Source: an optimization exercise on an open RTL-to-GDS flow (aim: small area and a short achievable clock period). Production flows keep margins and buffers that such runs may drop. At most, simulation tests tie the RTL to the original design; equivalence was not proved. The RTL of runs 3 and 4 was laid out without a check of its function. Power figures rest on the tool's default switching activity, not on a simulated workload.

==> design/flow/design.v <==
`timescale 1ns / 1ps
module FIR
#(
parameter data_in = 16,
parameter no_tap = 10
)
(
    input i_clk,
    input signed [data_in-1:0] i_serial_in ,
    input i_data_wr,
    output signed [2*data_in-1:0] o_data_out ,
    output o_data_rdy,
    input i_reset
    );
    reg [15:0] r [0:8];
    reg [15:0] hold;
    reg [25:0] acc;          
    reg        c1, c2;
    reg [25:0] out;
    reg        rdy;
    reg        wr;           
    reg        ld;           
    reg  [3:0] lab;          
    reg  [3:0] k;            
    reg        e0;           
    reg        e1;           
    reg        repl;         
    reg        zap;          
    reg sA256, sA8, sAh, sAl, sB4n, sB4p, sBh, sB1;
    integer i;
    wire       wr_n  = !i_reset && i_data_wr && !wr;
    wire [3:0] lab_p = lab + 4'd1 + {3'd0, wr};
    wire [3:0] lab_n = (lab_p >= 4'd9) ? lab_p - 4'd9 : lab_p;
    wire [3:0] k_n   = wr ? 4'd1 : (k == 4'd11 ? 4'd11 : k + 4'd1);
    wire       e0_n  = e0 && !wr;
    wire       e1_n  = wr ? e0 : e1;
    wire       rd_n  = (k_n != 4'd0) && (k_n <= 4'd9);    
    wire       rr_n  = rd_n && !e1_n;                      
    wire [3:0] age_n = (lab_n == 4'd0) ? 4'd9 : lab_n;     
    always @(posedge i_clk) begin
        wr   <= wr_n;
        ld   <= wr_n && !e0;
        rdy  <= !i_reset && wr;
        lab  <= i_reset ? 4'd0 : lab_n;
        k    <= k_n;
        e0   <= i_reset || e0_n;
        e1   <= i_reset || e1_n;
        repl <= (lab_n == 4'd0) && (k_n >= 4'd2) && (k_n <= 4'd10);
        zap  <= e1_n && (lab_n != 4'd0);
        sA256<= rr_n && (age_n == 4'd3 || age_n == 4'd5 || age_n == 4'd9);
        sB4n <= rr_n && (age_n == 4'd3 || age_n == 4'd5 || age_n == 4'd9);
        sA8  <= rr_n && (age_n == 4'd4 || age_n == 4'd6);
        sB4p <= rr_n && (age_n == 4'd4 || age_n == 4'd6);
        sB1  <= rr_n && (age_n == 4'd7);
        sAl  <= rr_n && (age_n == 4'd2 || age_n == 4'd8);
        sAh  <= rd_n && !e0_n && (age_n == 4'd1);
        sBh  <= rd_n && !e0_n && (age_n == 4'd1);
    end
    always @(posedge i_clk) begin
        r[0] <= repl ? hold : (zap ? 16'd0 : r[8]);
        for (i = 1; i < 9; i = i + 1) r[i] <= r[i-1];
        if (wr) hold <= i_serial_in;
    end
    wire [15:0] x  = r[8];
    wire [15:0] fx = {~x[15], x[14:0]};                
    wire [15:0] gx = {x[15], ~x[14:0]};                
    wire [15:0] fl = {~r[7][15], r[7][14:0]};
    wire [15:0] fh = {~hold[15], hold[14:0]};
    wire [25:0] laneA = (sA256 ? {2'd0, fx, 8'd0}  : 26'd0)
                      | (sA8   ? {7'd0, fx, 3'd0}  : 26'd0)
                      | (sAh   ? {7'd0, fh, 3'd0}  : 26'd0)
                      | (sAl   ? {10'd0, fl}       : 26'd0);
    wire [25:0] laneB = (sB4n  ? {8'd0, gx, 2'd0}  : 26'd0)
                      | (sB4p  ? {8'd0, fx, 2'd0}  : 26'd0)
                      | (sBh   ? {9'd0, fh, 1'd0}  : 26'd0)
                      | (sB1   ? {10'd0, fx}       : 26'd0);
    wire [25:0] cinit = e0 ? 26'h3fb0000 : 26'h267800c;
    wire [25:0] a0 = wr ? cinit : acc;
    wire [25:0] ps = a0 ^ laneA ^ laneB;
    wire [25:0] pc = {(a0[24:0] & laneA[24:0]) | (a0[24:0] & laneB[24:0]) | (laneA[24:0] & laneB[24:0]), 1'b0};
    wire [9:0]  lo = {1'b0, ps[8:0]} + {1'b0, pc[8:0]};
    wire [10:0] mc = {1'b0, ps[17:9], 1'b1} + {1'b0, pc[17:9], c1 & !wr};
    wire [8:0]  hc = {ps[25:18], 1'b1} + {pc[25:18], c2 & !wr};
    wire [7:0]  ohi = acc[25:18] + {7'd0, c2};
    always @(posedge i_clk) begin
        acc <= {hc[8:1], mc[9:1], lo[8:0]};
        c1  <= lo[9];
        c2  <= mc[10];
        if (i_reset) out <= 26'd0;
        else if (ld) out <= {ohi, acc[17:0]};
    end
    assign o_data_rdy = rdy;
    assign o_data_out = {{6{out[25]}}, out};
endmodule
==> design/flow/flow/run.sh <==
#!/bin/bash
# Standard ORFS layout (the standard.sh), with repair_timing asked to
# leave more setup slack than the default so it keeps improving the paths.
set -euo pipefail
bash standard.sh SETUP_SLACK_MARGIN=7 "BUFFER_PORTS_ARGS=-buffer_cell sky130_fd_sc_hd__buf_2" "CTS_ARGS=-sink_clustering_enable -repair_clock_nets -dont_use_dummy_load -buf_list sky130_fd_sc_hd__clkbuf_16 -sink_clustering_size 30 -sink_clustering_max_diameter 80" finish > make_finish.log 2>&1
==> design/flow/standard.sh <==
#!/bin/bash
# synth_recipe.tcl (not shown) runs the flow's synth.tcl, then flattens the netlist and writes it again
# the make line also repeats each setting of config.mk as NAME=value (left out here)
make -C /OpenROAD-flow-scripts/flow DESIGN_CONFIG=/design/flow/config.mk WORK_HOME=/design/flow/orfs CLKGATE_MAP_FILE= SYNTH_SCRIPT=/design/flow/synth_recipe.tcl "${@:-finish}"
==> design/flow/config.mk <==
export PLATFORM = sky130hd
export DESIGN_NAME = FIR
export DESIGN_NICKNAME = FIR
export VERILOG_FILES = /design/flow/design.v
export SDC_FILE = /design/flow/constraint.sdc
export NUM_CORES = 4
export LEC_CHECK = 0
export CAP_MARGIN = 20
export CORE_MARGIN = 2
export CORE_UTILIZATION = 65
export PLACE_DENSITY = 0.75
export SLEW_MARGIN = 20
==> design/flow/constraint.sdc <==
create_clock -name core_clock -period 10.0 [get_ports {i_clk}]
set_input_delay 2.0000 -clock core_clock [delete_from_list [all_inputs] [get_ports {i_clk}]]
set_output_delay 2.0000 -clock core_clock [all_outputs]
set_load 0.01 [all_outputs]
==> results.yml, run 1 <==
cts:
  cts_hold_buf: 0
  cts-root-buf: "clkbuf_16"
  numCtsBuffers: 12
  insertion_delay_ns: 0.48
  cts_max_level: 1
  cts_num_sinks: 234
  ctsLongestPathBuffers: 3
  cts_tree: "yes"
  clk_pin_slew_ns: 0.11
synth:
  avgSynthCellArea_sq_um: 10.8
  synth_edf_count: 16
  netlist_instances: 790
  synth_nets: 867
  ys_ff_latch: 234
  yosysWarnings: 2
  async_reset_ff_share_pct: 0
  synthesis.area_sq_mm: 0.00855
  ys_seq_area_share_pct: 56.6
  ys_types: 55
  synth-main-ff-cell: "dfxtp_1"
routing:
  drt-pass1-iter-count: 7
  route.detailed.drc: 0
  vias: 5635
  detail-route-antenna-nets: 0
  wl_um: 17800
  drt_iter0_drc: 523
  wire_per_inst_um: 17.6
  vias_per_cell: 5.58
sta:
  maxClockFrequency_mhz: 336
  rsz0062_at_grt: "yes"
  skew_ns: 0.0633
  fin_crit_ns: 2.98
  finalHoldViolations: 0
  worst_pin_slew_ns: 0.649
  fin_ws_ns: 7.02
  drv_slew: 0
  tns_ns: 0
  setup_viol: 0
  worst_slew_margin_rel_pct: 56.7
  period_share_pct: 29.8
pwr:
  seqPwrFrac_pct: 53.9
  switching_share_pct: 31.9
  ir_drop_mv: 0.194
  leakage_uw: 0.00411
  internal_power_uw: 1700
  power_density_mw_per_mm2: 264
  p_clk_share_pct: 19.3
  p_comb_share_pct: 26.8
  p_sw_uw: 795
die:
  initial_core_util_pct: 67.2
  num_rows: 41
  die_h_um: 119
  num_io_pins: 52
  dieArea_sq_mm: 0.0141
  die_w_um: 119
  core-area_sq_mm: 0.0127
setup_path:
  critPathTopFamily: "flip-flops"
  path_max_fanout: 8
  crit_buf_inv: 1
  crit_path_top_delay_cell: "dfxtp_4"
  path_cells: "buf_2"
  slowest_delay_ns: 0.38
  arrival_ns: 0.98
  worstSetupStartpointType: "register"
  crit_type: "register to primary output"
  required_ns: 8.00
  end_kind: "primary output"
global_routing:
  grt_usage_pct: 24.9
  grt-ovfl-total: 0
  grt_pass1_wl_um: 28000
  grt_pass1_vias: 5569
  antenna_found_initial: 0
  grt_max_degree: 35
run:
  maxCapViolCount: 0
place:
  place_area_sq_mm: 0.00889
  dpl.hpwl_um: 12400
  portBuffers: 51
  pre_cts_slack_ns: 6.51
  gp_congestion: 0.872
finish:
  final_nets: 917
  final_cell_mix: "dfxtp_1 (204), nand2_1 (88), nor2_1 (59)"
  n_antenna_cell: 0
  fill_cells: 928
  drive_above_1_share_pct: 14.4
  finish.instance_area_sq_mm: 0.00944
  final_common_cell: "dfxtp_1"
  syn2layout_area_growth_pct: 10.3
run_status:
  status: "timing/DRC/antenna clean"
worst_hold_path:
  hp-class: "register to register"
-- synthesized netlist by cell type, drive strengths merged (7+ instances only) --
library cell / count / area (sq um)
dfxtp: 218 / 4360
nand2: 89 / 334
nor2: 59 / 221
inv: 56 / 210
o21ai: 39 / 195
ha: 37 / 463
mux2i: 25 / 263
clkbuf: 24 / 100
xnor2: 24 / 218
a21oi: 21 / 105
fa: 21 / 420
nand2b: 19 / 119
edfxtp: 16 / 480
nand3: 11 / 55.1
nor2b: 11 / 68.8
a211oi: 10 / 75.1
and2: 10 / 62.6
buf: 9 / 56.3
xor2: 9 / 78.8
a21o: 8 / 60.1
a221oi: 8 / 70.1
nor3: 8 / 40.0
a22oi: 7 / 57.6
-- metrics by stage --
step	utilization, %	hold slack (ns)	cells	power [uW]
floorplan	-	0.310	790	1790
global placement	69.9	0.309	981	1940
detailed placement	69.9	0.312	981	1980
CTS	73.0	0.317	999	2470
global route	74.2	0.330	1010	2640
finish	74.2	0.322	1010	2490
-- power by group through the flow --
| stage | registers [uW] | logic, uW | clock network, uW |
|---|---|---|---|
| after global placement | 1350 | 586 | 0 |
| after global routing | 1360 | 755 | 520 |
| after CTS | 1340 | 639 | 490 |
| after detailed placement | 1360 | 617 | 0 |
| after floorplan | 1280 | 513 | 0 |
| final | 1340 | 669 | 481 |
-- state kept, by name (all words and copies together) (netlist names) --
signal,count
acc,26
c1,1
c2,1
e0,1
e1,1
hold,16
k,4
lab,4
ld,1
out,26
r,144
rdy,1
repl,1
sAl,1
sB1,1
sB4n,1
sB4p,1
sBh,1
wr,1
zap,1
-- metal layers --
metal	vias up	wire length [um]	part of all wire [%]	global-route usage, %
li1	2726	-	-	-
met1	2662	7770	44	33.8
met2	212	8590	48	42.0
met3	35	1010	5.7	3.67
met4	0	443	2.5	6.55
met5	-	0	0	0
-- cell type report --
class                   count  area, sq um  area share, %
well taps                 172          215           2.28
flip-flops and latches    234         4880           51.7
multi-input cells         467         3410           36.2
inverters                  56          221           2.35
repair buffers             69          409           4.34
clock buffers              12          300           3.18
-- path summary, 6_finish.rpt --
path                            slack (ns)  cells after the start    start        endpoint
worst max-delay path                  7.02                      1  out[25]  o_data_out[31]
worst min-delay path                  0.32                      0  r[4][7]         r[5][7]
worst max register to register        7.13                      9     sB4p         acc[17]
worst min register to register        0.32                      0  r[4][7]         r[5][7]
-- cells by family (layout without fill, tap and decap cells) --
family	Yosys count	count (layout)	share of synthesized area [%]
AOI/OAI and AO/OA	128	128	10.1
xor gates and xnor gates	33	33	3.47
adders and majority gates	58	58	10.3
buffers and inverters	89	137	4.29
DFF	234	234	56.6
muxes	28	28	3.51
and+or+nand+nor	220	220	11.6
-- repair_timing --
action                     in CTS  in global routing
buffers inserted                6                 11
pin swaps                       0                  3
gates resized for setup        15                 21
setup endpoints to repair      26                 25
==> run 2: changes to the inputs <==
--- a/design/flow/config.mk
+++ b/design/flow/config.mk
@@ -7,6 +7,6 @@
 export LEC_CHECK = 0
 export CAP_MARGIN = 20
 export CORE_MARGIN = 2
-export CORE_UTILIZATION = 65
-export PLACE_DENSITY = 0.75
+export CORE_UTILIZATION = 75
+export PLACE_DENSITY = 0.85
 export SLEW_MARGIN = 20
==> run 2 against run 1 <==
  * Still clean on timing, DRC and antenna
  * Critical path depth rose by 10
  * Critical endpoint is now c1
  * Highest routed layer unchanged
  * Synthesized area did not move
  * Total power rose by 0.82%
  * Non-clock buffer count fell by 2
  * Sequential cell count did not move
  * Clock skew fell by 0.029 ns
  * Sequential share of layout area rose by 0.25 points
  * Clock power barely moved
  * Final area fell by 0.50%
  * Critical path type is now register to register
  * Setup slack got worse by 0.10 ns
==> results.yml, run 2 <==
run_status:
  status: "timing/DRC/antenna clean"
cts:
  clk_pin_slew_ns: 0.11
  cts_tree: "yes"
  insertion_delay_ns: 0.47
  ctsLongestPathBuffers: 3
  cts_max_level: 1
  cts_num_sinks: 234
  cts-root-buf: "clkbuf_16"
  numCtsBuffers: 12
  cts_hold_buf: 0
synth:
  avgSynthCellArea_sq_um: 10.8
  ys_ff_latch: 234
  synth_top_cell_by_area: "dfxtp_1"
  synth_nets: 867
  ys_types: 55
  synth.most_common_cell: "dfxtp_1"
  async_reset_ff_share_pct: 0
  synth_edf_count: 16
  synth_top_area_share_pct: 51.0
  netlist_instances: 790
  synthesis.area_sq_mm: 0.00855
  ys_seq_area_share_pct: 56.6
  yosysWarnings: 2
  synth-main-ff-cell: "dfxtp_1"
  netlist_top_cells_area: "dfxtp_1 (51%), edfxtp_1 (5.6%), ha_1 (5.4%)"
  synth.top_cells.by_count: "dfxtp_1 (218), nand2_1 (89), nor2_1 (59)"
sta:
  drv_slew: 0
  worst_slew_margin_rel_pct: 53.3
  rsz0062_at_grt: "yes"
  fin_crit_ns: 3.08
  skew_ns: 0.0346
  setup_viol: 0
  tns_ns: 0
  finalHoldViolations: 0
  period_share_pct: 30.8
  worst_pin_slew_ns: 0.699
  maxClockFrequency_mhz: 324
worst_hold_path:
  hold_path_depth: 0
  hp-start: "r[6][14]"
  hold_end: "r[7][14]"
  hp-class: "register to register"
setup_path:
  crit_buf_inv: 3
  reg2reg_to: "c1"
  cpMostUsedCell: "buf_4"
  critPathTopFamily: "compound AO/OA/AOI/OAI gates"
  end_kind: "register"
  r2r_start: "sAl"
  cp-startpoint: "sAl"
  arrival_ns: 3.43
  ff2ff_path_depth: 11
  required_ns: 10.35
  crit_type: "register to register"
  path_max_fanout: 8
  path_cells: "buf_4, buf_4, a222oi_1, fa_1, inv_1, ha_1, o21ai_1, nand2b_1, a21o_1, a21oi_2, o21ai_0"
  slowest_delay_ns: 0.53
  crit_path_top_delay_cell: "fa_1"
  rrSetupSlack_ns: 6.92
  worstSetupStartpointType: "register"
die:
  core-area_sq_mm: 0.0113
  initial_core_util_pct: 75.9
  num_io_pins: 52
  num_rows: 39
  dieArea_sq_mm: 0.0123
  die_w_um: 111
  die_h_um: 111
run:
  maxCapViolCount: 0
place:
  dpl.hpwl_um: 12200
  gp_congestion: 0.867
  portBuffers: 51
  place_area_sq_mm: 0.00885
routing:
  drt-pass1-iter-count: 5
  vias_per_cell: 6.00
  detail-route-antenna-nets: 0
  wl_um: 18900
  vias: 5873
  wire_per_inst_um: 19.3
  route.detailed.drc: 0
  drt_iter0_drc: 572
global_routing:
  grt-ovfl-total: 0
  antenna_found_initial: 0
  grt_pass1_vias: 5779
  grt_max_degree: 35
  grt_pass1_wl_um: 28900
  grt_usage_pct: 29.5
finish:
  final_common_cell: "dfxtp_1"
  drive_above_1_share_pct: 14.1
  top_regs: "r (144), acc (26), out (26)"
  finish.instance_area_sq_mm: 0.00939
  seq_area_sq_mm: 0.00488
  n_antenna_cell: 0
  largest_register_ff_count: 144
  fill_cells: 633
  multi_input_area_sq_mm: 0.00342
  regMostFlops: "r"
  syn2layout_area_growth_pct: 9.74
  final_nets: 915
  final_cell_mix: "dfxtp_1 (207), nand2_1 (88), nor2_1 (59)"
pwr:
  power_density_mw_per_mm2: 268
  ir_drop_mv: 0.357
  leakage_uw: 0.00410
-- run 2: cell families after synthesis --
group | synth area share, %
flops | 56.6
simple gates | 11.6
buf+inv | 4.29
fa+ha+maj | 10.3
xor+xnor | 3.47
mux | 3.51
compound gates | 10.1
-- run 2: what timing repair did --
action,in CTS,in global routing
setup buffers,5,10
gates resized for setup,17,19
setup endpoints to repair,26,15
cloned,0,0
pin swaps,0,5
-- run 2: power by group --
group | switching, uW | internal, uW | total (uW)
combinational | 390 | 293 | 683
clock | 265 | 216 | 481
sequential | 163 | 1190 | 1350
-- run 2: worst max-delay path by stage --
stage	to	slack [ns]	cells after the start
2_1_floorplan	c2	7.04	13
3_3_place_gp	c2	6.57	12
3_5_place_dp	c2	6.44	12
4_1_cts	acc[16]	6.99	11
5_1_grt	c1	6.84	11
6_report	c1	6.92	11
-- run 2: area by class of cell --
| type | instances | area share, % |
|---|---|---|
| Clock buffer | 12 | 3.20 |
| Timing Repair Buffer | 67 | 4.08 |
| Sequential cell | 234 | 51.9 |
| Multi-Input combinational cell | 467 | 36.5 |
| Tap cell | 143 | 1.91 |
| Inverter | 56 | 2.41 |
-- run 2: worst register-to-register path, cell delays in order (launching register included) --
cell	delay, ns
dfxtp_4	0.39
buf_4	0.15
buf_4	0.16
a222oi_1	0.51
fa_1	0.54
inv_1	0.10
ha_1	0.28
o21ai_1	0.15
nand2b_1	0.14
a21o_1	0.24
a21oi_2	0.20
o21ai_0	0.13
-- run 2: routing by layer --
metal	vias to the layer above	GRT usage, %	share of wire [%]
li1	2715	-	-
met2	272	52.3	50
met3	65	4.54	6.9
met5	-	0	0
met4	0	10.2	4.0
met1	2821	36.8	39
-- run 2: per-stage QoR --
| step | setup slack (ns) | util (%) | hold WS, ns | total power [uW] | instances |
|---|---|---|---|---|---|
| after floorplan | 7.04 | - | 0.310 | 1790 | 790 |
| after global placement | 6.57 | 78.5 | 0.310 | 1930 | 952 |
| after detailed placement | 6.44 | 78.5 | 0.312 | 1980 | 952 |
| after CTS | 6.99 | 82.1 | 0.324 | 2480 | 969 |
| after global routing | 6.84 | 83.3 | 0.329 | 2640 | 979 |
| final | 6.92 | 83.3 | 0.325 | 2510 | 979 |
==> run 3: changes to the inputs <==
--- a/design/flow/design.v
+++ b/design/flow/design.v
@@ -26,7 +26,7 @@
     reg        e1;           
     reg        repl;         
     reg        zap;          
-    reg sA256, sA8, sAh, sAl, sB4n, sB4p, sBh, sB1;
+    reg sA256, sA16, sAh, sAl, sB4n, sBh, sB1;
     integer i;
     wire       wr_n  = !i_reset && i_data_wr && !wr;
     wire [3:0] lab_p = lab + 4'd1 + {3'd0, wr};
@@ -48,9 +48,9 @@
         repl <= (lab_n == 4'd0) && (k_n >= 4'd2) && (k_n <= 4'd10);
         zap  <= e1_n && (lab_n != 4'd0);
         sA256<= rr_n && (age_n == 4'd3 || age_n == 4'd5 || age_n == 4'd9);
-        sB4n <= rr_n && (age_n == 4'd3 || age_n == 4'd5 || age_n == 4'd9);
-        sA8  <= rr_n && (age_n == 4'd4 || age_n == 4'd6);
-        sB4p <= rr_n && (age_n == 4'd4 || age_n == 4'd6);
+        sB4n <= rr_n && (age_n == 4'd3 || age_n == 4'd4 || age_n == 4'd5 ||
+                         age_n == 4'd6 || age_n == 4'd9);
+        sA16 <= rr_n && (age_n == 4'd4 || age_n == 4'd6);
         sB1  <= rr_n && (age_n == 4'd7);
         sAl  <= rr_n && (age_n == 4'd2 || age_n == 4'd8);
         sAh  <= rd_n && !e0_n && (age_n == 4'd1);
@@ -67,14 +67,13 @@
     wire [15:0] fl = {~r[7][15], r[7][14:0]};
     wire [15:0] fh = {~hold[15], hold[14:0]};
     wire [25:0] laneA = (sA256 ? {2'd0, fx, 8'd0}  : 26'd0)
-                      | (sA8   ? {7'd0, fx, 3'd0}  : 26'd0)
+                      | (sA16  ? {6'd0, fx, 4'd0}  : 26'd0)
                       | (sAh   ? {7'd0, fh, 3'd0}  : 26'd0)
                       | (sAl   ? {10'd0, fl}       : 26'd0);
     wire [25:0] laneB = (sB4n  ? {8'd0, gx, 2'd0}  : 26'd0)
-                      | (sB4p  ? {8'd0, fx, 2'd0}  : 26'd0)
                       | (sBh   ? {9'd0, fh, 1'd0}  : 26'd0)
                       | (sB1   ? {10'd0, fx}       : 26'd0);
-    wire [25:0] cinit = e0 ? 26'h3fb0000 : 26'h267800c;
+    wire [25:0] cinit = e0 ? 26'h3fb0000 : 26'h25f8014;
     wire [25:0] a0 = wr ? cinit : acc;
     wire [25:0] ps = a0 ^ laneA ^ laneB;
     wire [25:0] pc = {(a0[24:0] & laneA[24:0]) | (a0[24:0] & laneB[24:0]) | (laneA[24:0] & laneB[24:0]), 1'b0};
--- a/design/flow/config.mk
+++ b/design/flow/config.mk
@@ -7,6 +7,6 @@
 export LEC_CHECK = 0
 export CAP_MARGIN = 20
 export CORE_MARGIN = 2
-export CORE_UTILIZATION = 75
-export PLACE_DENSITY = 0.85
+export CORE_UTILIZATION = 65
+export PLACE_DENSITY = 0.75
 export SLEW_MARGIN = 20
==> run 3 against run 2 <==
  * Wire length is 11% lower
  * Clock skew rose by 0.017 ns
  * Setup slack better by 0.0083 ns
  * Fmax is 0.27% higher
  * Final cell count shrank 0.51%
  * Global-route usage shrank 5.4 points
  * Critical path type unchanged
==> results.yml, run 3 <==
run_status:
  status: "timing/DRC/antenna clean"
routing:
  drt-pass1-iter-count: 5
  drt_iter0_drc: 491
  wl_um: 16900
  route.detailed.drc: 0
  wire_per_inst_um: 17.4
  detail-route-antenna-nets: 0
  vias_per_cell: 5.63
  vias: 5488
synth:
  netlist_instances: 756
  synth_top_cell_by_area: "dfxtp_1"
  ys_types: 60
  synth_edf_count: 16
  async_reset_ff_share_pct: 0
  synth_nets: 833
  ys_ff_latch: 235
  netlist_top_cells_area: "dfxtp_1 (52%), edfxtp_1 (5.7%), ha_1 (5.5%)"
  synth-main-ff-cell: "dfxtp_1"
  ys_seq_area_share_pct: 57.5
  synth.top_cells.by_count: "dfxtp_1 (219), nand2_1 (60), inv_1 (57), nor2_1 (57), ha_1 (37)"
  synth_top_area_share_pct: 51.8
  avgSynthCellArea_sq_um: 11.2
  synthesis.area_sq_mm: 0.00846
  yosysWarnings: 2
  synth.most_common_cell: "dfxtp_1"
sta:
  drv_slew: 0
  worst_slew_margin_rel_pct: 30.3
  period_share_pct: 30.7
  skew_ns: 0.0515
  fin_crit_ns: 3.07
  worst_pin_slew_ns: 1.04
  finalHoldViolations: 0
  rsz0062_at_grt: "yes"
  setup_viol: 0
  fin_ws_ns: 6.93
  maxClockFrequency_mhz: 325
  tns_ns: 0
finish:
  fill_cells: 935
  top_regs: "r (144), acc (26), out (26)"
  drive_above_1_share_pct: 15.1
  final_cell_mix: "dfxtp_1 (207), nand2_1 (58), nor2_1 (57)"
  final_common_cell: "dfxtp_1"
  final_nets: 881
  n_antenna_cell: 0
  largest_register_ff_count: 144
  regMostFlops: "r"
  syn2layout_area_growth_pct: 10.7
cts:
  ctsLongestPathBuffers: 3
  cts-root-buf: "clkbuf_16"
  cts_hold_buf: 0
  numCtsBuffers: 12
  cts_num_sinks: 235
  cts_max_level: 1
  clk_pin_slew_ns: 0.11
  insertion_delay_ns: 0.47
  cts_tree: "yes"
setup_path:
  cpMostUsedCell: "o21a_1"
  slowest_delay_ns: 0.57
  path_cells: "clkinvlp_4, o21ai_2, a221oi_2, fa_1, inv_1, ha_1, and3b_1, o211ai_1, a21boi_1, o21a_1, o21a_1, o41a_1, xor2_1"
  end_kind: "register"
  arrival_ns: 3.45
  required_ns: 10.37
  path_max_fanout: 6
  crit_type: "register to register"
  crit_path_top_delay_cell: "fa_1"
  worstSetupStartpointType: "register"
run:
  maxCapViolCount: 0
global_routing:
  grt_pass1_wl_um: 27200
  grt_usage_pct: 24.1
  grt_max_degree: 35
  grt_pass1_vias: 5369
  antenna_found_initial: 0
  grt-ovfl-total: 0
die:
  num_io_pins: 52
  die_h_um: 118
  num_rows: 41
  initial_core_util_pct: 66.7
  die_w_um: 118
  dieArea_sq_mm: 0.0139
  core-area_sq_mm: 0.0127
place:
  portBuffers: 51
  gp_congestion: 0.954
  dpl.hpwl_um: 11500
  pre_cts_slack_ns: 6.47
pwr:
  power_density_mw_per_mm2: 263
  ir_drop_mv: 0.238
  leakage_uw: 0.00396
worst_hold_path:
  hp-class: "register to register"
## run 3: cell count changes in the layout (fill, tap and decap cells not counted), sizes merged, moves of 6 or more
cell and change:
nand2 -29, a21oi -6, o21ai -7, o31ai +7, a222oi +8
## run 3: metal layers
metal / share of wire (%) / up-vias / track usage [%]
li1: - / 2637 / -
met1: 42 / 2605 / 32.0
met2: 50 / 204 / 41.5
met3: 5.3 / 42 / 3.05
met4: 2.5 / 0 / 7.08
met5: 0 / - / 0
## run 3: critical path: cells and delay by family (launching register included)
family | cells | cell delay [ns]
xor gates and xnor gates | 1 | 0.15
AOI/OAI and AO/OA | 7 | 1.25
DFF | 1 | 0.37
and+or+nand+nor | 1 | 0.19
adders and majority gates | 2 | 0.84
buffers and inverters | 2 | 0.19
## run 3: logic make-up (layout without fill, tap and decap cells)
family	count (synthesis)	count (layout)	synth area share (%)
flip-flops	235	235	57.5
multiplexers	21	21	2.49
AO/OA/AOI/OAI	132	132	11.2
AND/OR/NAND/NOR	188	188	10.6
XOR/XNOR	31	31	3.30
adder cells (fa/ha/maj)	58	58	10.4
buffers and inverters	91	137	4.45
## run 3: final timing paths
kind | depth (start not counted) | end | from | slack [ns]
max reg2reg | 13 | acc[17] | sA16 | 6.93
min reg2reg | 0 | r[5][0] | r[4][0] | 0.33
max | 13 | acc[17] | sA16 | 6.93
min | 0 | r[5][0] | r[4][0] | 0.33
## run 3: area by class of cell
| class | count | area [sq um] | share of cell area (%) |
|---|---|---|---|
| Sequential cell | 235 | 4900 | 52.3 |
| Multi-Input combinational cell | 430 | 3280 | 35.0 |
| Inverter | 58 | 229 | 2.45 |
| Timing Repair Buffer | 67 | 439 | 4.69 |
| Tap cell | 172 | 215 | 2.30 |
| Clock buffer | 12 | 300 | 3.21 |
## run 3: metrics by stage
stage / power, uW / util (%) / instances / hold WS [ns] / area (sq um)
after global placement: 1920 / 69.4 / 947 / 0.310 / 8790
after global routing: 2610 / 73.9 / 974 / 0.331 / 9360
after floorplan: 1780 / - / 756 / 0.310 / 8490
after detailed placement: 1950 / 69.4 / 947 / 0.312 / 8790
after CTS: 2450 / 72.6 / 966 / 0.325 / 9200
final: 2460 / 73.9 / 974 / 0.326 / 9360
## run 3: power breakdown
part,switching [uW],total (uW),internal [uW]
Combinational,339,610,271
Clock,266,482,216
Sequential,161,1370,1210
Total,765,2460,1700
## run 3: timing repair
item                       4_1_cts  5_1_grt
pin swaps                        2       16
setup endpoints to repair       29       19
gates resized for setup         16       29
hold endpoints to repair         0        0
buffers inserted                 7        8
==> run 4: changes to the inputs <==
--- a/design/flow/config.mk
+++ b/design/flow/config.mk
@@ -7,6 +7,6 @@
 export LEC_CHECK = 0
 export CAP_MARGIN = 20
 export CORE_MARGIN = 2
-export CORE_UTILIZATION = 65
-export PLACE_DENSITY = 0.75
+export CORE_UTILIZATION = 75
+export PLACE_DENSITY = 0.85
 export SLEW_MARGIN = 20
==> run 4 against run 3 <==
  * Sequential cell count did not move
  * Clock skew down 0.028 ns
  * Sequential share of layout area shrank 0.34 points
  * Non-clock buffer count increased by 11
  * Register-to-register slack got worse by 0.37 ns
==> results.yml, run 4 <==
cts:
  cts-root-buf: "clkbuf_16"
  cts_tree: "yes"
  ctsLongestPathBuffers: 3
  cts_hold_buf: 0
  numCtsBuffers: 11
  cts_max_level: 1
  insertion_delay_ns: 0.47
  clk_pin_slew_ns: 0.12
  cts_num_sinks: 235
place:
  dpl.hpwl_um: 12900
  portBuffers: 51
  pre_cts_slack_ns: 6.43
  gp_congestion: 0.916
pwr:
  power_density_mw_per_mm2: 272
  ir_drop_mv: 0.230
  power_uw: 2570
  leakage_uw: 0.00400
sta:
  worst_hold_slack_ns: 0.310
  maxClockFrequency_mhz: 290
  setup_viol: 0
  rsz0062_at_grt: "yes"
  fin_ws_ns: 6.55
  worst_pin_slew_ns: 0.783
  finalHoldViolations: 0
  period_share_pct: 34.5
  skew_ns: 0.0233
  fin_crit_ns: 3.45
  drv_slew: 0
  tns_ns: 0
  worst_slew_margin_rel_pct: 47.8
routing:
  vias: 6248
  vias_per_cell: 6.56
  drt-pass1-iter-count: 8
  route.detailed.drc: 0
  detail-route-antenna-nets: 0
  wl_um: 22700
  drt_iter0_drc: 945
  wire_per_inst_um: 23.8
global_routing:
  grt_max_degree: 35
  grt_pass1_vias: 6142
  grt_usage_pct: 34.1
  globalRouteMet3Util_pct: 6.94
  grt-ovfl-total: 0
  antenna_found_initial: 0
  use_met2_pct: 59.0
  grt_pass1_wl_um: 31200
  gr-max-usage-layer: "met2"
  grt.met1_usage_pct: 39.7
setup_path:
  path_cells: "inv_2, a222oi_1, fa_2, inv_2, ha_4, and3b_2, o211ai_1, a21boi_2, o21a_1, o21a_1, o41a_1, xor2_1"
  arrival_ns: 3.81
  crit_path_top_delay_cell: "a222oi_1"
  end_kind: "register"
  worstSetupStartpointType: "register"
  crit_type: "register to register"
  path_max_fanout: 4
  slowest_delay_ns: 0.71
  required_ns: 10.36
synth:
  netlist_instances: 756
  ys_types: 60
  muxShareOfSynthArea_pct: 2.49
  synth_nets: 833
  synth_xor_xnor_area_share_pct: 3.30
  netlist_top_cells_area: "dfxtp_1 (52%), edfxtp_1 (5.7%), ha_1 (5.5%)"
  yosysWarnings: 2
  synth_top_area_share_pct: 51.8
  synthAdderAreaFrac_pct: 10.4
  async_reset_ff_share_pct: 0
  ys_seq_area_share_pct: 57.5
  synth_top_family_by_area: "compound AO/OA/AOI/OAI gates"
  synth_compound_area_share_pct: 11.2
  synth_edf_count: 16
  synth.top_cells.by_count: "dfxtp_1 (219), nand2_1 (60), inv_1 (57), nor2_1 (57), ha_1 (37)"
  synth.most_common_cell: "dfxtp_1"
  synth-main-ff-cell: "dfxtp_1"
  synth-simple-area-share_pct: 10.6
  synth_top_cell_by_area: "dfxtp_1"
  ys_ff_latch: 235
  synthesis.area_sq_mm: 0.00846
  avgSynthCellArea_sq_um: 11.2
finish:
  final_cell_mix: "dfxtp_1 (203), nand2_1 (58), nor2_1 (56)"
  multi_input_area_sq_mm: 0.00333
  final_nets: 891
  n_antenna_cell: 0
  largest_register_ff_count: 144
  fill_cells: 472
  regMostFlops: "r"
  final_common_cell: "dfxtp_1"
  syn2layout_area_growth_pct: 11.6
  top_regs: "r (144), acc (26), out (26)"
  drive_above_1_share_pct: 18.8
  seq_area_sq_mm: 0.00490
die:
  die_h_um: 110
  num_io_pins: 52
  die_w_um: 110
  core-area_sq_mm: 0.0109
  num_rows: 38
  initial_core_util_pct: 77.3
  dieArea_sq_mm: 0.0121
run_status:
  status: "timing/DRC/antenna clean"
run:
  maxCapViolCount: 0
worst_hold_path:
  hp-class: "register to register"
==> run 4: final timing paths <==
path	endpoint	startpoint	slack [ns]	cells past startpoint
min	r[5][11]	r[4][11]	0.31	0
min reg2reg	r[5][11]	r[4][11]	0.31	0
max reg2reg	acc[17]	r[8][6]	6.55	12
max	acc[17]	r[8][6]	6.55	12
==> run 4: final cells by class <==
class,instances,area share [%]
well taps,140,1.86
multi-input cells,430,35.3
repair buffers,78,5.49
inverters,58,2.47
flip-flops and latches,235,52.0
clock buffers,11,2.92
==> run 4: per-layer routing <==
metal | part of all wire [%] | vias up
li1 | - | 2654
met1 | 34 | 2909
met2 | 48 | 501
met3 | 10 | 184
met4 | 7.8 | 0
met5 | 0 | -
==> run 4: timing repair <==
item | 4_1_cts | 5_1_grt
gates resized for setup | 24 | 48
endpoints found under the setup margin | 30 | 27
pin swaps | 8 | 18
buffers inserted | 12 | 14
==> run 4: report_power, final <==
| part | total [uW] | switching [uW] | leakage [uW] | internal, uW |
|---|---|---|---|---|
| clock network | 475 | 275 | 0.000136 | 200 |
| registers | 1410 | 194 | 0.00195 | 1210 |
| logic | 685 | 399 | 0.00192 | 287 |
| total | 2570 | 868 | 0.00400 | 1700 |
==> run 4: per-stage QoR <==
step	area, sq um	instances	utilization [%]
floorplan	8490	756	-
global placement	8750	915	80.0
detailed placement	8750	915	80.0
CTS	9180	938	84.0
global route	9440	952	86.3
finish	9440	952	86.3
==> run 4: critical path, delay by kind of cell, from the launching register on <==
| family | cells | cell delay [ns] |
|---|---|---|
| AOI/OAI and AO/OA | 6 | 1.86 |
| xor gates and xnor gates | 1 | 0.15 |
| adders and majority gates | 2 | 0.59 |
| buffers and inverters | 2 | 0.13 |
| DFF | 1 | 0.37 |
| and+or+nand+nor | 1 | 0.22 |
==> run 4: cell families (layout without fill, tap and decap cells) <==
family                   count (synthesis)  count (layout)
AO/OA/AOI/OAI                          132             132
buffers and inverters                   91             147
XOR/XNOR                                31              31
multiplexers                            21              21
AND/OR/NAND/NOR                        188             188
adder cells (fa/ha/maj)                 58              58
flip-flops                             235             235
==> run 5: changes to the inputs <==
--- a/design/flow/design.v
+++ b/design/flow/design.v
@@ -26,7 +26,7 @@
     reg        e1;           
     reg        repl;         
     reg        zap;          
-    reg sA256, sA16, sAh, sAl, sB4n, sBh, sB1;
+    reg sA256, sA8, sAh, sAl, sB4n, sB4p, sBh, sB1;
     integer i;
     wire       wr_n  = !i_reset && i_data_wr && !wr;
     wire [3:0] lab_p = lab + 4'd1 + {3'd0, wr};
@@ -48,9 +48,9 @@
         repl <= (lab_n == 4'd0) && (k_n >= 4'd2) && (k_n <= 4'd10);
         zap  <= e1_n && (lab_n != 4'd0);
         sA256<= rr_n && (age_n == 4'd3 || age_n == 4'd5 || age_n == 4'd9);
-        sB4n <= rr_n && (age_n == 4'd3 || age_n == 4'd4 || age_n == 4'd5 ||
-                         age_n == 4'd6 || age_n == 4'd9);
-        sA16 <= rr_n && (age_n == 4'd4 || age_n == 4'd6);
+        sB4n <= rr_n && (age_n == 4'd3 || age_n == 4'd5 || age_n == 4'd9);
+        sA8  <= rr_n && (age_n == 4'd4 || age_n == 4'd6);
+        sB4p <= rr_n && (age_n == 4'd4 || age_n == 4'd6);
         sB1  <= rr_n && (age_n == 4'd7);
         sAl  <= rr_n && (age_n == 4'd2 || age_n == 4'd8);
         sAh  <= rd_n && !e0_n && (age_n == 4'd1);
@@ -67,13 +67,14 @@
     wire [15:0] fl = {~r[7][15], r[7][14:0]};
     wire [15:0] fh = {~hold[15], hold[14:0]};
     wire [25:0] laneA = (sA256 ? {2'd0, fx, 8'd0}  : 26'd0)
-                      | (sA16  ? {6'd0, fx, 4'd0}  : 26'd0)
+                      | (sA8   ? {7'd0, fx, 3'd0}  : 26'd0)
                       | (sAh   ? {7'd0, fh, 3'd0}  : 26'd0)
                       | (sAl   ? {10'd0, fl}       : 26'd0);
     wire [25:0] laneB = (sB4n  ? {8'd0, gx, 2'd0}  : 26'd0)
+                      | (sB4p  ? {8'd0, fx, 2'd0}  : 26'd0)
                       | (sBh   ? {9'd0, fh, 1'd0}  : 26'd0)
                       | (sB1   ? {10'd0, fx}       : 26'd0);
-    wire [25:0] cinit = e0 ? 26'h3fb0000 : 26'h25f8014;
+    wire [25:0] cinit = e0 ? 26'h3fb0000 : 26'h267800c;
     wire [25:0] a0 = wr ? cinit : acc;
     wire [25:0] ps = a0 ^ laneA ^ laneB;
     wire [25:0] pc = {(a0[24:0] & laneA[24:0]) | (a0[24:0] & laneB[24:0]) | (laneA[24:0] & laneB[24:0]), 1'b0};
==> design/flow/flow/run.sh (replaced) <==
#!/bin/bash
# The standard layout (standard.sh: ORFS from synthesis to the routed
# layout, with the standard synthesis unchanged), with three changes to how
# the layout is made:
#  - repair_timing is asked to leave 7 ns of setup slack instead of 0, so it
#    keeps sizing the critical paths below the 10 ns clock;
#  - the port buffers that buffer_ports inserts are buf_2;
#  - clock tree synthesis uses clkbuf_8 and inserts no dummy loads.
# Each tool's full output goes to ORFS's logs under orfs/logs; make's own
# output goes to make_finish.log in this folder.
set -euo pipefail
bash standard.sh SETUP_SLACK_MARGIN=7 \
  "BUFFER_PORTS_ARGS=-buffer_cell sky130_fd_sc_hd__buf_2" \
  "CTS_ARGS=-sink_clustering_enable -repair_clock_nets -dont_use_dummy_load -buf_list sky130_fd_sc_hd__clkbuf_8" \
  finish > make_finish.log 2>&1
--- a/design/flow/config.mk
+++ b/design/flow/config.mk
@@ -7,6 +7,6 @@
 export LEC_CHECK = 0
 export CAP_MARGIN = 20
 export CORE_MARGIN = 2
-export CORE_UTILIZATION = 75
-export PLACE_DENSITY = 0.85
+export CORE_UTILIZATION = 65
+export PLACE_DENSITY = 0.75
 export SLEW_MARGIN = 20
==> run 5 against run 4 <==
  * Wire length decreased by 18%
  * Clock skew increased by 0.0041 ns
  * Fmax is 16% higher
  * Register-to-register slack improved by 0.58 ns
  * Critical path depth down 11
  * Total power grew 3.0%
  * Synthesized area increased by 1.2%
  * Critical endpoint is now o_data_out[31]
  * Highest routed layer unchanged
==> results.yml, run 5 <==
synth:
  synth.most_common_cell: "dfxtp_1"
  synth_nets: 867
  ys_seq_area_share_pct: 56.6
  avgSynthCellArea_sq_um: 10.8
  synth-main-ff-cell: "dfxtp_1"
  netlist_top_cells_area: "dfxtp_1 (51%), edfxtp_1 (5.6%), ha_1 (5.4%)"
  yosysWarnings: 2
  synth_top_area_share_pct: 51.0
  ys_ff_latch: 234
  synth.top_cells.by_count: "dfxtp_1 (218), nand2_1 (89), nor2_1 (59)"
  async_reset_ff_share_pct: 0
  netlist_instances: 790
  synth_edf_count: 16
  synth_top_cell_by_area: "dfxtp_1"
  ys_types: 55
  synthesis.area_sq_mm: 0.00855
pwr:
  switching_share_pct: 31.9
  internal_power_uw: 1800
  p_comb_share_pct: 25.4
  leakage_uw: 0.00421
  p_clk_share_pct: 23.7
  power_density_mw_per_mm2: 275
  seqPwrFrac_pct: 50.9
  p_sw_uw: 844
  ir_drop_mv: 0.201
routing:
  drt-pass1-iter-count: 5
  drt_iter0_drc: 447
  vias: 5757
  detail-route-antenna-nets: 0
  vias_per_cell: 5.58
  wl_um: 18500
  wire_per_inst_um: 17.9
  route.detailed.drc: 0
setup_path:
  crit_path_top_delay_cell: "dfxtp_4"
  end_kind: "primary output"
  arrival_ns: 0.98
  cp.depth: 1
  crit_buf_inv: 1
  cp-startpoint: "out[25]"
  worstSetupStartpointType: "register"
  crit_path_end: "o_data_out[31]"
  path_cells: "buf_2"
  ff2ff_path_depth: 11
  reg2reg_to: "c1"
  crit_type: "register to primary output"
  rrSetupSlack_ns: 7.13
  r2r_start: "sBh"
  critPathTopFamily: "flip-flops"
  slowest_delay_ns: 0.36
  required_ns: 8.00
  path_max_fanout: 8
die:
  initial_core_util_pct: 67.2
  core-area_sq_mm: 0.0127
  num_rows: 41
  dieArea_sq_mm: 0.0141
  die_h_um: 119
  num_io_pins: 52
  die_w_um: 119
sta:
  finalHoldViolations: 0
  setup_viol: 0
  maxClockFrequency_mhz: 335
  skew_ns: 0.0274
  tns_ns: 0
  period_share_pct: 29.8
  worst_pin_slew_ns: 0.665
  fin_ws_ns: 7.02
  rsz0062_at_grt: "yes"
  fin_crit_ns: 2.98
  worst_slew_margin_rel_pct: 55.6
  drv_slew: 0
global_routing:
  grt-ovfl-total: 0
  globalRouteMet3Util_pct: 5.12
  use_met2_pct: 44.7
  grt.met1_usage_pct: 33.5
  grt_usage_pct: 26.4
  grt_max_degree: 35
  antenna_found_initial: 0
  grt_pass1_vias: 5911
  grt_pass1_wl_um: 29300
  gr-max-usage-layer: "met2"
place:
  place_area_sq_mm: 0.00889
  pre_cts_slack_ns: 6.51
  portBuffers: 51
  dpl.hpwl_um: 12400
  gp_congestion: 0.872
finish:
  final_util_pct: 75.6
  final_cell_mix: "dfxtp_1 (203), nand2_1 (88), nor2_1 (59)"
  drive_above_1_share_pct: 16.7
  top_regs: "r (144), acc (26), out (26)"
  regMostFlops: "r"
  finish.instance_area_sq_mm: 0.00962
  final_nets: 939
  largest_register_ff_count: 144
  syn2layout_area_growth_pct: 12.4
  final_common_cell: "dfxtp_1"
  n_antenna_cell: 0
worst_hold_path:
  hp-class: "register to register"
cts:
  ctsLongestPathBuffers: 3
  clk_pin_slew_ns: 0.06
  cts_max_level: 2
  numCtsBuffers: 36
  cts_num_sinks: 234
  cts-root-buf: "clkbuf_8"
  cts_tree: "yes"
  cts_hold_buf: 0
  insertion_delay_ns: 0.50
run:
  maxCapViolCount: 0
run_status:
  status: "timing/DRC/antenna clean"
run 5: layout make-up:
| cell class | instances | area (sq um) |
|---|---|---|
| inverters | 56 | 219 |
| well taps | 172 | 215 |
| flip-flops and latches | 234 | 4880 |
| repair buffers | 67 | 397 |
| clock buffers | 36 | 495 |
| multi-input cells | 467 | 3410 |
| fillers | 891 | 3110 |
run 5: logic make-up after synthesis:
kind of cell	after synthesis	share of synthesized area, %
flops	234	56.6
mux	28	3.51
xor+xnor	33	3.47
compound gates	128	10.1
buf+inv	89	4.29
simple gates	220	11.6
fa+ha+maj	58	10.3
run 5: layer usage:
layer / wire [um] / share of wire (%)
met1: 7910 / 43
met2: 8980 / 49
met3: 1050 / 5.7
met4: 551 / 3.0
met5: 0 / 0
run 5: worst min path at each step:
stage / start / depth (start not counted) / slack, ns / to
after floorplan: r[0][0] / 0 / 0.31 / r[1][0]
after global placement: r[3][4] / 0 / 0.31 / r[4][4]
after detailed placement: r[0][14] / 0 / 0.31 / r[1][14]
after CTS: r[2][1] / 0 / 0.32 / r[3][1]
after global routing: r[5][0] / 0 / 0.31 / r[6][0]
final: r[2][1] / 0 / 0.32 / r[3][1]
run 5: power by group through the flow:
stage	clock network, uW	logic (uW)	registers [uW]
floorplan	0	513	1280
global placement	0	586	1350
detailed placement	0	617	1360
CTS	638	641	1350
global route	674	755	1360
finish	626	671	1350
run 5: stage by stage:
step,total power [uW],hold WS (ns),cells
finish,2640,0.317,1032
global route,2790,0.315,1032
CTS,2620,0.318,1022
detailed placement,1980,0.312,981
global placement,1940,0.309,981
floorplan,1790,0.310,790
run 5: repair_timing:
item / in CTS / in global routing
pin swaps: 0 / 4
setup endpoints to repair: 28 / 23
resized for setup: 16 / 20
setup buffers: 5 / 10
==> run 6: changes to the inputs <==
--- a/design/flow/design.v
+++ b/design/flow/design.v
@@ -15,7 +15,7 @@
     reg [15:0] r [0:8];
     reg [15:0] hold;
     reg [25:0] acc;          
-    reg        c1, c2;
+    reg        cy;
     reg [25:0] out;
     reg        rdy;
     reg        wr;           
@@ -78,16 +78,14 @@
     wire [25:0] a0 = wr ? cinit : acc;
     wire [25:0] ps = a0 ^ laneA ^ laneB;
     wire [25:0] pc = {(a0[24:0] & laneA[24:0]) | (a0[24:0] & laneB[24:0]) | (laneA[24:0] & laneB[24:0]), 1'b0};
-    wire [9:0]  lo = {1'b0, ps[8:0]} + {1'b0, pc[8:0]};
-    wire [10:0] mc = {1'b0, ps[17:9], 1'b1} + {1'b0, pc[17:9], c1 & !wr};
-    wire [8:0]  hc = {ps[25:18], 1'b1} + {pc[25:18], c2 & !wr};
-    wire [7:0]  ohi = acc[25:18] + {7'd0, c2};
+    wire [13:0] lo = {1'b0, ps[12:0]} + {1'b0, pc[12:0]};
+    wire [13:0] hc = {ps[25:13], 1'b1} + {pc[25:13], cy & !wr};
+    wire [12:0] hi = hc[13:1];
     always @(posedge i_clk) begin
-        acc <= {hc[8:1], mc[9:1], lo[8:0]};
-        c1  <= lo[9];
-        c2  <= mc[10];
+        acc <= {hi, lo[12:0]};
+        cy  <= lo[13];
         if (i_reset) out <= 26'd0;
-        else if (ld) out <= {ohi, acc[17:0]};
+        else if (ld) out <= acc;
     end
     assign o_data_rdy = rdy;
     assign o_data_out = {{6{out[25]}}, out};
==> run 6 against run 5 <==
  * Clock power shrank 2%
  * Setup slack worse by 0.11 ns
  * Final cell count decreased by 0.68%
  * Core utilization is 1.2 points higher
  * Sequential cell count shrank 1
  * Die area decreased by 0.69%
  * Critical path depth grew 10
  * Sequential share of layout area is 0.82 points lower
  * Register-to-register slack worse by 0.22 ns
  * Non-clock buffer count grew 4
==> results.yml, run 6 <==
global_routing:
  grt_usage_pct: 25.2
  grt_max_degree: 35
  grt_pass1_vias: 5646
  grt-ovfl-total: 0
  antenna_found_initial: 0
  grt_pass1_wl_um: 28000
finish:
  syn2layout_area_growth_pct: 14.6
  top_regs: "r (144), acc (26), out (26)"
  stdcell_count: 1025
  regMostFlops: "r"
  largest_register_ff_count: 144
  n_antenna_cell: 0
  final_common_cell: "dfxtp_1"
  final_cell_mix: "dfxtp_1 (205), nand2_1 (84), nor2_1 (53)"
  final_util_pct: 76.8
  drive_above_1_share_pct: 19.5
  final_nets: 929
pwr:
  ir_drop_mv: 0.183
  leakage_uw: 0.00418
  power_density_mw_per_mm2: 296
  power_uw: 2880
setup_path:
  path_max_fanout: 4
  critPathTopFamily: "compound AO/OA/AOI/OAI gates"
  cp-startpoint: "sB4n"
  crit_path_top_delay_cell: "fa_2"
  arrival_ns: 3.46
  crit_type: "register to register"
  end_kind: "register"
  path_cells: "clkinvlp_4, o21ai_0, a221o_1, fa_2, ha_4, a211oi_2, o21bai_1, o311a_1, a311oi_2, mux2i_1, nand3_1"
  required_ns: 10.37
  r2r_start: "sB4n"
  slowest_delay_ns: 0.63
  worstSetupStartpointType: "register"
  crit_buf_inv: 1
place:
  pre_cts_slack_ns: 6.39
  dpl.hpwl_um: 11800
  placedCellCount: 970
  portBuffers: 51
  gp_congestion: 0.861
synth:
  synth.most_common_cell: "dfxtp_1"
  ys_types: 59
  synth_top_cell_by_area: "dfxtp_1"
  synth_edf_count: 16
  ys_ff_latch: 233
  async_reset_ff_share_pct: 0
  synth_nets: 854
  netlist_instances: 780
  synth.top_cells.by_count: "dfxtp_1 (217), nand2_1 (86), nor2_1 (53)"
  ys_seq_area_share_pct: 56.8
  netlist_top_cells_area: "dfxtp_1 (51%), edfxtp_1 (5.7%), ha_1 (5.2%)"
  synth_top_area_share_pct: 51.1
  synth-main-ff-cell: "dfxtp_1"
  synthesis.area_sq_mm: 0.00849
  yosysWarnings: 2
  avgSynthCellArea_sq_um: 10.9
cts:
  cts_hold_buf: 0
  cts_num_sinks: 233
  insertion_delay_ns: 0.53
  clk_pin_slew_ns: 0.08
  cts-root-buf: "clkbuf_8"
  ctsLongestPathBuffers: 3
  cts_tree: "yes"
  cts_max_level: 2
  numCtsBuffers: 35
routing:
  drt-pass1-iter-count: 5
  wire_per_inst_um: 17.1
  wl_met2_um: 8050
  vias: 5686
  wl_met3_um: 1050
  detail-route-antenna-nets: 0
  top_layer: "met4"
  vias_per_cell: 5.55
  wl_met1_um: 8030
  drt_iter0_drc: 418
  route.detailed.drc: 0
  wl_um: 17600
die:
  die_h_um: 118
  num_io_pins: 52
  core-area_sq_mm: 0.0127
  initial_core_util_pct: 67.0
  num_rows: 41
  dieArea_sq_mm: 0.0140
  die_w_um: 118
sta:
  rsz0062_at_grt: "yes"
  finalHoldViolations: 0
  worst_slew_margin_rel_pct: 34.0
  drv_slew: 0
  tns_ns: 0
  skew_ns: 0.0445
  maxClockFrequency_mhz: 323
  fin_ws_ns: 6.91
  worst_pin_slew_ns: 0.989
  setup_viol: 0
  fin_crit_ns: 3.09
  period_share_pct: 30.9
worst_hold_path:
  hp-start: "r[1][3]"
  hp-class: "register to register"
run_status:
  status: "timing/DRC/antenna clean"
run:
  maxCapViolCount: 0
==> run 6: cell count changes after synthesis, moves of 4 or more <==
cell and change:
o21ai_1 +4, a21oi_1 +4, inv_1 -9, nand2b_1 +7, a211oi_1 -8, nor2_1 -6, mux2i_1 +6, xnor2_1 -5
==> run 6: where the power goes <==
| part | internal [uW] | leakage, uW | switching, uW |
|---|---|---|---|
| logic | 421 | 0.00199 | 505 |
| clock network | 310 | 0.000252 | 303 |
| registers | 1190 | 0.00193 | 153 |
| total | 1920 | 0.00418 | 961 |
==> run 6: kinds of logic after synthesis <==
logic type      Yosys count  synth area share [%]
flops                   233                  56.8
simple gates            220                  12.2
fa+ha+maj                55                  9.87
mux                      30                  3.54
compound gates          131                  10.3
buf+inv                  81                  3.89
xor+xnor                 30                  3.40
==> run 6: per-layer routing <==
metal | GRT usage [%] | vias up
met3 | 4.97 | 43
met4 | 8.73 | 0
met2 | 39.7 | 225
met5 | 0 | -
met1 | 34.9 | 2655
li1 | - | 2763
==> run 6: what timing repair did <==
| action | 4_1_cts | 5_1_grt |
|---|---|---|
| cloned | 1 | 0 |
| pin swaps | 8 | 23 |
| buffers inserted | 14 | 5 |
| endpoints found under the setup margin | 30 | 23 |
| gates resized for setup | 27 | 37 |
==> run 6: final cells by class <==
cell class / count / area [sq um]
flip-flops and latches: 233 / 4860
multi-input cells: 466 / 3510
fillers: 834 / 2940
clock buffers: 35 / 482
repair buffers: 71 / 479
well taps: 172 / 215
inverters: 47 / 188
repair inverters: 1 / 5.00
==> run 6: path summary, 6_finish.rpt <==
| path | to | slack (ns) | cells after the start |
|---|---|---|---|
| worst min-delay path | r[2][3] | 0.31 | 0 |
| worst max register to register | acc[12] | 6.91 | 11 |
| worst max-delay path | acc[12] | 6.91 | 11 |
| worst min register to register | r[2][3] | 0.31 | 0 |
==> run 6: worst register-to-register path: cells and delay by family, from the launching register on <==
kind / cells / cell delay (ns)
AO/OA/AOI/OAI: 6 / 1.36
adder cells (fa/ha/maj): 2 / 0.85
flip-flops: 1 / 0.36
multiplexers: 1 / 0.23
buffers and inverters: 1 / 0.11
AND/OR/NAND/NOR: 1 / 0.08
==> run 6: stage by stage <==
stage                     instance area, sq um  hold WS, ns
final                                     9730        0.307
after floorplan                           8520        0.310
after global routing                      9730        0.308
after detailed placement                  8820        0.312
after CTS                                 9530        0.309
after global placement                    8820        0.310

-- separate check: timing with driven ports --
No port has a modelled driver above. Below, the same layouts with a new extraction and two added sets of constraints.
Step 1 sets driving cells, clkbuf_16 on the clock port and buf_2 on the other inputs (assumed; they add their load-dependent delay and slew).
Step 2 moves the port delays by t, midway between the first and last clock arrival at a register: inputs arrive t later, outputs are due t later. That takes back most of the time a late clock gives input paths.
a / b / c = ideal ports / drivers / drivers and shift; a / b = the first two.
run | shift t [ns] | setup slack, ns | hold WS [ns] | latest minus earliest clock arrival (ns)
run 1 | 0.485 | 7.021 / 6.980 / 7.029 | 0.322 / 0.322 / 0.322 | 0.064 / 0.064
run 2 | 0.495 | 6.918 / 6.918 / 6.918 | 0.325 / 0.325 / 0.325 | 0.035 / 0.035
run 3 | 0.486 | 6.926 / 6.926 / 6.926 | 0.326 / 0.326 / 0.326 | 0.053 / 0.052
run 4 | 0.504 | 6.553 / 6.553 / 6.553 | 0.310 / 0.310 / 0.310 | 0.023 / 0.024
run 5 | 0.526 | 7.018 / 6.981 / 6.994 | 0.317 / 0.317 / 0.317 | 0.032 / 0.033
run 6 | 0.541 | 6.906 / 6.906 / 6.906 | 0.307 / 0.307 / 0.307 | 0.053 / 0.052
After both steps every run listed still meets setup and hold. The setup slack of run 5, which loses most, moves by -0.037 ns with the drivers and by -0.024 ns with both steps.
